Source: an optimization exercise on an open RTL-to-GDS flow (aim: small area, a short achievable clock period and few clock cycles). Production flows keep margins and buffers that such runs may drop. Where RTL was checked, it was by simulation tests only, not by an equivalence proof against the original.

==> trial 71 <==
==> flow/design.v <==
module axi4_lite_system_top #(
    parameter ADDR_WIDTH = 32,
    parameter DATA_WIDTH = 32,
    parameter STRB_WIDTH = DATA_WIDTH/8
)(
    input wire clk,
    input wire reset_n,
    input wire                    write_req,
    input wire [ADDR_WIDTH-1:0]   write_addr,
    input wire [DATA_WIDTH-1:0]   write_data,
    input wire [STRB_WIDTH-1:0]   write_strb,
    output reg                    write_done,
    output reg [1:0]              write_resp,
    input wire                    read_req,
    input wire [ADDR_WIDTH-1:0]   read_addr,
    output reg [DATA_WIDTH-1:0]   read_data,
    output reg                    read_done,
    output reg [1:0]              read_resp
);
    localparam RESP_OKAY   = 2'b00;
    localparam RESP_SLVERR = 2'b10;
    wire wr_valid = (write_addr[ADDR_WIDTH-1:10] == 0);
    wire rd_valid = (read_addr[ADDR_WIDTH-1:10] == 0);
    wire wr_en    = write_req & reset_n & wr_valid;
    wire [31:0] mem [0:255];
    genvar w, b;
    generate
        for (w = 0; w < 256; w = w + 1) begin : g_word
            for (b = 0; b < 4; b = b + 1) begin : g_byte
                reg [7:0] q;
                always @(posedge clk)
                    if (wr_en && write_addr[9:2] == w && write_strb[b])
                        q <= write_data[8*b +: 8];
                assign mem[w][8*b +: 8] = q;
            end
        end
    endgenerate
    always @(posedge clk or negedge reset_n) begin
        if (!reset_n) begin
            write_done <= 1'b0;
            read_done  <= 1'b0;
        end else begin
            write_done <= write_req;
            read_done  <= read_req;
        end
    end
    always @(posedge clk) begin
        write_resp <= wr_valid ? RESP_OKAY : RESP_SLVERR;
        read_resp  <= rd_valid ? RESP_OKAY : RESP_SLVERR;
        read_data  <= rd_valid ? mem[read_addr[9:2]] : {DATA_WIDTH{1'b0}};
    end
endmodule
==> flow/run.sh <==
#!/bin/bash
# synth_recipe.tcl (not shown) runs the flow's synth.tcl, then flattens the netlist and writes it again
# the make line also repeats each setting of config.mk as NAME=value (left out here)
make -C /OpenROAD-flow-scripts/flow DESIGN_CONFIG=/design/flow/config.mk WORK_HOME=/design/flow/orfs CLKGATE_MAP_FILE= SYNTH_SCRIPT=/design/flow/synth_recipe.tcl finish
==> flow/config.mk <==
export PLATFORM = sky130hd
export DESIGN_NAME = axi4_lite_system_top
export DESIGN_NICKNAME = axi4_lite_system_top
export VERILOG_FILES = /design/flow/design.v
export SDC_FILE = /design/flow/constraint.sdc
export NUM_CORES = 8
export LEC_CHECK = 0
export ABC_CLOCK_PERIOD_IN_PS = 3000
export CAP_MARGIN = 30
export CORE_MARGIN = 2
export CORE_UTILIZATION = 60
export SETUP_SLACK_MARGIN = 3.8
export SLEW_MARGIN = 50
==> flow/constraint.sdc <==
create_clock -name core_clock -period 7.0 [get_ports {clk}]
set_input_delay 1.4000 -clock core_clock [delete_from_list [all_inputs] [get_ports {clk}]]
set_output_delay 1.4000 -clock core_clock [all_outputs]
set_load 0.01 [all_outputs]
==> trial 33: changes against trial 71 <==
==> flow/design.v, changed modules only <==
module mem_rd_sel2 (
    input  wire [31:0] a,
    input  wire        sa,
    input  wire [31:0] b,
    input  wire        sb,
    output wire [31:0] yn
);
    assign yn = ~((a & {32{sa}}) | (b & {32{sb}}));
endmodule
module mem_nand4 (
    input  wire [31:0] a, b, c, d,
    output wire [31:0] y
);
    assign y = ~(a & b & c & d);
endmodule
module mem_nor2 (
    input  wire [31:0] a, b,
    output wire [31:0] y
);
    assign y = ~(a | b);
endmodule
module mem_nand2 (
    input  wire [31:0] a, b,
    output wire [31:0] y
);
    assign y = ~(a & b);
endmodule
module mem_dec2 (
    input  wire [1:0] a,
    input  wire       en,
    output wire [3:0] y
);
    assign y[0] = en & ~a[1] & ~a[0];
    assign y[1] = en & ~a[1] &  a[0];
    assign y[2] = en &  a[1] & ~a[0];
    assign y[3] = en &  a[1] &  a[0];
endmodule
module mem_nor4 (
    input  wire [3:0] a,
    output wire       y
);
    assign y = ~|a;
endmodule
module mem_nor3 (
    input  wire [2:0] a,
    output wire       y
);
    assign y = ~|a;
endmodule
module mem_nand3 (
    input  wire [2:0] a,
    output wire       y
);
    assign y = ~&a;
endmodule
module mem_in_range (
    input  wire [21:0] a,
    output wire        y
);
    wire [5:0] z;
    wire [1:0] n;
    mem_nor4  u_z0 (.a(a[3:0]),   .y(z[0]));
    mem_nor4  u_z1 (.a(a[7:4]),   .y(z[1]));
    mem_nor4  u_z2 (.a(a[11:8]),  .y(z[2]));
    mem_nor4  u_z3 (.a(a[15:12]), .y(z[3]));
    mem_nor3  u_z4 (.a(a[18:16]), .y(z[4]));
    mem_nor3  u_z5 (.a(a[21:19]), .y(z[5]));
    mem_nand3 u_n0 (.a(z[2:0]),   .y(n[0]));
    mem_nand3 u_n1 (.a(z[5:3]),   .y(n[1]));
    assign y = ~(n[0] | n[1]);
endmodule
module axi4_lite_system_top #(
    parameter ADDR_WIDTH = 32,
    parameter DATA_WIDTH = 32,
    parameter STRB_WIDTH = DATA_WIDTH/8
)(
    input wire clk,
    input wire reset_n,
    input wire                    write_req,
    input wire [ADDR_WIDTH-1:0]   write_addr,
    input wire [DATA_WIDTH-1:0]   write_data,
    input wire [STRB_WIDTH-1:0]   write_strb,
    output reg                    write_done,
    output reg [1:0]              write_resp,
    input wire                    read_req,
    input wire [ADDR_WIDTH-1:0]   read_addr,
    output reg [DATA_WIDTH-1:0]   read_data,
    output reg                    read_done,
    output reg [1:0]              read_resp
);
    localparam RESP_OKAY   = 2'b00;
    localparam RESP_SLVERR = 2'b10;
    wire wr_valid, rd_valid;
    mem_in_range u_wr_range (.a(write_addr[31:10]), .y(wr_valid));
    mem_in_range u_rd_range (.a(read_addr[31:10]),  .y(rd_valid));
    wire [3:0] wstrb = write_strb & {4{write_req & reset_n & wr_valid}};
    wire [3:0] wp0, wp1, wp2, wp3;
    mem_dec2 u_wdec0 (.a(write_addr[3:2]), .en(1'b1),  .y(wp0));
    mem_dec2 u_wdec1 (.a(write_addr[5:4]), .en(1'b1),  .y(wp1));
    mem_dec2 u_wdec2 (.a(write_addr[7:6]), .en(1'b1),  .y(wp2));
    mem_dec2 u_wdec3 (.a(write_addr[9:8]), .en(1'b1),  .y(wp3));
    wire [15:0] whi = {{4{wp3[3]}} & wp2, {4{wp3[2]}} & wp2, {4{wp3[1]}} & wp2, {4{wp3[0]}} & wp2};
    wire [15:0] wlo = {{4{wp1[3]}} & wp0, {4{wp1[2]}} & wp0, {4{wp1[1]}} & wp0, {4{wp1[0]}} & wp0};
    wire [63:0] whb;    
    genvar h, b, w;
    generate
        for (h = 0; h < 16; h = h + 1) begin : g_whb
            assign whb[4*h +: 4] = wstrb & {4{whi[h]}};
        end
    endgenerate
    wire [3:0] rp0, rp1, rp2, rp3;
    mem_dec2 u_rdec0 (.a(read_addr[3:2]), .en(1'b1),     .y(rp0));
    mem_dec2 u_rdec1 (.a(read_addr[5:4]), .en(1'b1),     .y(rp1));
    mem_dec2 u_rdec2 (.a(read_addr[7:6]), .en(1'b1),     .y(rp2));
    mem_dec2 u_rdec3 (.a(read_addr[9:8]), .en(1'b1),     .y(rp3));
    wire [15:0] rhi = {{4{rp3[3]}} & rp2, {4{rp3[2]}} & rp2, {4{rp3[1]}} & rp2, {4{rp3[0]}} & rp2};
    wire [15:0] rlo = {{4{rp1[3]}} & rp0, {4{rp1[2]}} & rp0, {4{rp1[1]}} & rp0, {4{rp1[0]}} & rp0};
    wire [31:0] word [0:255];
    wire [255:0] rsel;
    generate
        for (w = 0; w < 256; w = w + 1) begin : g_word
            assign rsel[w] = rhi[w / 16] & rlo[w % 16];
            for (b = 0; b < 4; b = b + 1) begin : g_byte
                reg [7:0] q;
                always @(posedge clk)
                    if (whb[4 * (w / 16) + b] & wlo[w % 16])
                        q <= write_data[8*b +: 8];
                assign word[w][8*b +: 8] = q;
            end
        end
    endgenerate
    wire [31:0] l1 [0:127];
    wire [31:0] l2 [0:31];
    wire [31:0] l3 [0:15];
    wire [31:0] l4 [0:7];
    wire [31:0] l5 [0:3];
    wire [31:0] l6 [0:1];
    genvar j;
    generate
        for (j = 0; j < 128; j = j + 1) begin : g_l1
            mem_rd_sel2 u (.a(word[2*j]), .sa(rsel[2*j]), .b(word[2*j+1]), .sb(rsel[2*j+1]), .yn(l1[j]));
        end
        for (j = 0; j < 32; j = j + 1) begin : g_l2
            mem_nand4 u (.a(l1[4*j]), .b(l1[4*j+1]), .c(l1[4*j+2]), .d(l1[4*j+3]), .y(l2[j]));
        end
        for (j = 0; j < 16; j = j + 1) begin : g_l3
            mem_nor2 u (.a(l2[2*j]), .b(l2[2*j+1]), .y(l3[j]));
        end
        for (j = 0; j < 8; j = j + 1) begin : g_l4
            mem_nand2 u (.a(l3[2*j]), .b(l3[2*j+1]), .y(l4[j]));
        end
        for (j = 0; j < 4; j = j + 1) begin : g_l5
            mem_nor2 u (.a(l4[2*j]), .b(l4[2*j+1]), .y(l5[j]));
        end
        for (j = 0; j < 2; j = j + 1) begin : g_l6
            mem_nand2 u (.a(l5[2*j]), .b(l5[2*j+1]), .y(l6[j]));
        end
    endgenerate
    wire [31:0] rd_word = (l6[0] | l6[1]) & {32{rd_valid}};
    always @(posedge clk or negedge reset_n) begin
        if (!reset_n) begin
            write_done <= 1'b0;
            read_done  <= 1'b0;
        end else begin
            write_done <= write_req;
            read_done  <= read_req;
        end
    end
    always @(posedge clk) begin
        write_resp <= wr_valid ? RESP_OKAY : RESP_SLVERR;
        read_resp  <= rd_valid ? RESP_OKAY : RESP_SLVERR;
        read_data  <= rd_word;
    end
endmodule
==> flow/config.mk (replaced) <==
export PLATFORM = sky130hd
export DESIGN_NAME = axi4_lite_system_top
export DESIGN_NICKNAME = axi4_lite_system_top
export VERILOG_FILES = /design/flow/design.v
export SDC_FILE = /design/flow/constraint.sdc
export NUM_CORES = 8
export LEC_CHECK = 0
export CAP_MARGIN = 20
export CORE_MARGIN = 2
export CORE_UTILIZATION = 55
export CTS_CLUSTER_DIAMETER = 100
export CTS_CLUSTER_SIZE = 30
export SETUP_SLACK_MARGIN = 3.6
export SLEW_MARGIN = 20
export SYNTH_HIERARCHICAL = 1
==> run summary <==
|  | trial 71 | trial 33 |
|---|---|---|
| Status | stopped before the end | timing/DRC/antenna clean |
| Failing step | global routing (5_1_grt) | - |
| Synth Area in XOR/XNOR | 0.002897% | 0% |
| Number of cell rows | 260 | 272 |
| Initial standard-cell utilization of the core | 60.27% | 55.27% |
| HPWL after detailed placement | 1484000 µm | 570600 µm |
| Number of instances in the synthesized netlist | 17160 | 16940 |
| Per-instance average area after synthesis | 17.62 µm² | 17.93 µm² |
| Total number of yosys warnings | 1 | 7 |
| Library cells used by synthesis | 85 | 22 |
| Synth top area share | 81.37% | 81.03% |
| Die height | 713.8 µm | 747.0 µm |
| Buffers inserted by post-CTS timing repair | 1535 | 241 |
| Share of the yosys chip area belonging to registers | 81.61% | 81.27% |
| Resized cells post-CTS | 3542 | 1769 |
| Complex-gate fraction of the synthesized area | 11.76% | 10.13% |
| Post-synthesis instance area | 0.3023 mm² | 0.3036 mm² |
| Floorplan die width | 713.8 µm | 747.0 µm |
Testbench counts of trial 33, summed over its fixed seeds: cycles 4,800.
The RTL of trial 71 was laid out without a check of its function.

[what the ideal ports hide]
The results above use ideal ports. As a check the final layout listed here was re-extracted and re-timed, cells and wires unchanged.
Step 1 (the two cells are an assumption about what drives the block):
set clk [get_ports {clk}]
set_driving_cell -lib_cell sky130_fd_sc_hd__clkbuf_16 $clk
set_driving_cell -lib_cell sky130_fd_sc_hd__buf_2 [delete_from_list [all_inputs] $clk]
Step 2 times the ports against the registers' clock, not the clock port: input delays grow and output delays shrink by t, the midpoint of the rising clock arrivals with the driver on.
Slacks: no drivers / after step 1 / after step 2; pairs: no drivers / after step 1.
run: trial 33
t, ns: 1.155
setup WS [ns]: 3.158 / 3.158 / 2.003
hold slack, ns: 0.394 / 0.298 / 0.837
worst setup path at the end: input to register
After both steps trial 33 still meets setup and hold. For trial 33, drivers alone change the setup slack by 0.000 ns; drivers and shift together by -1.155 ns.
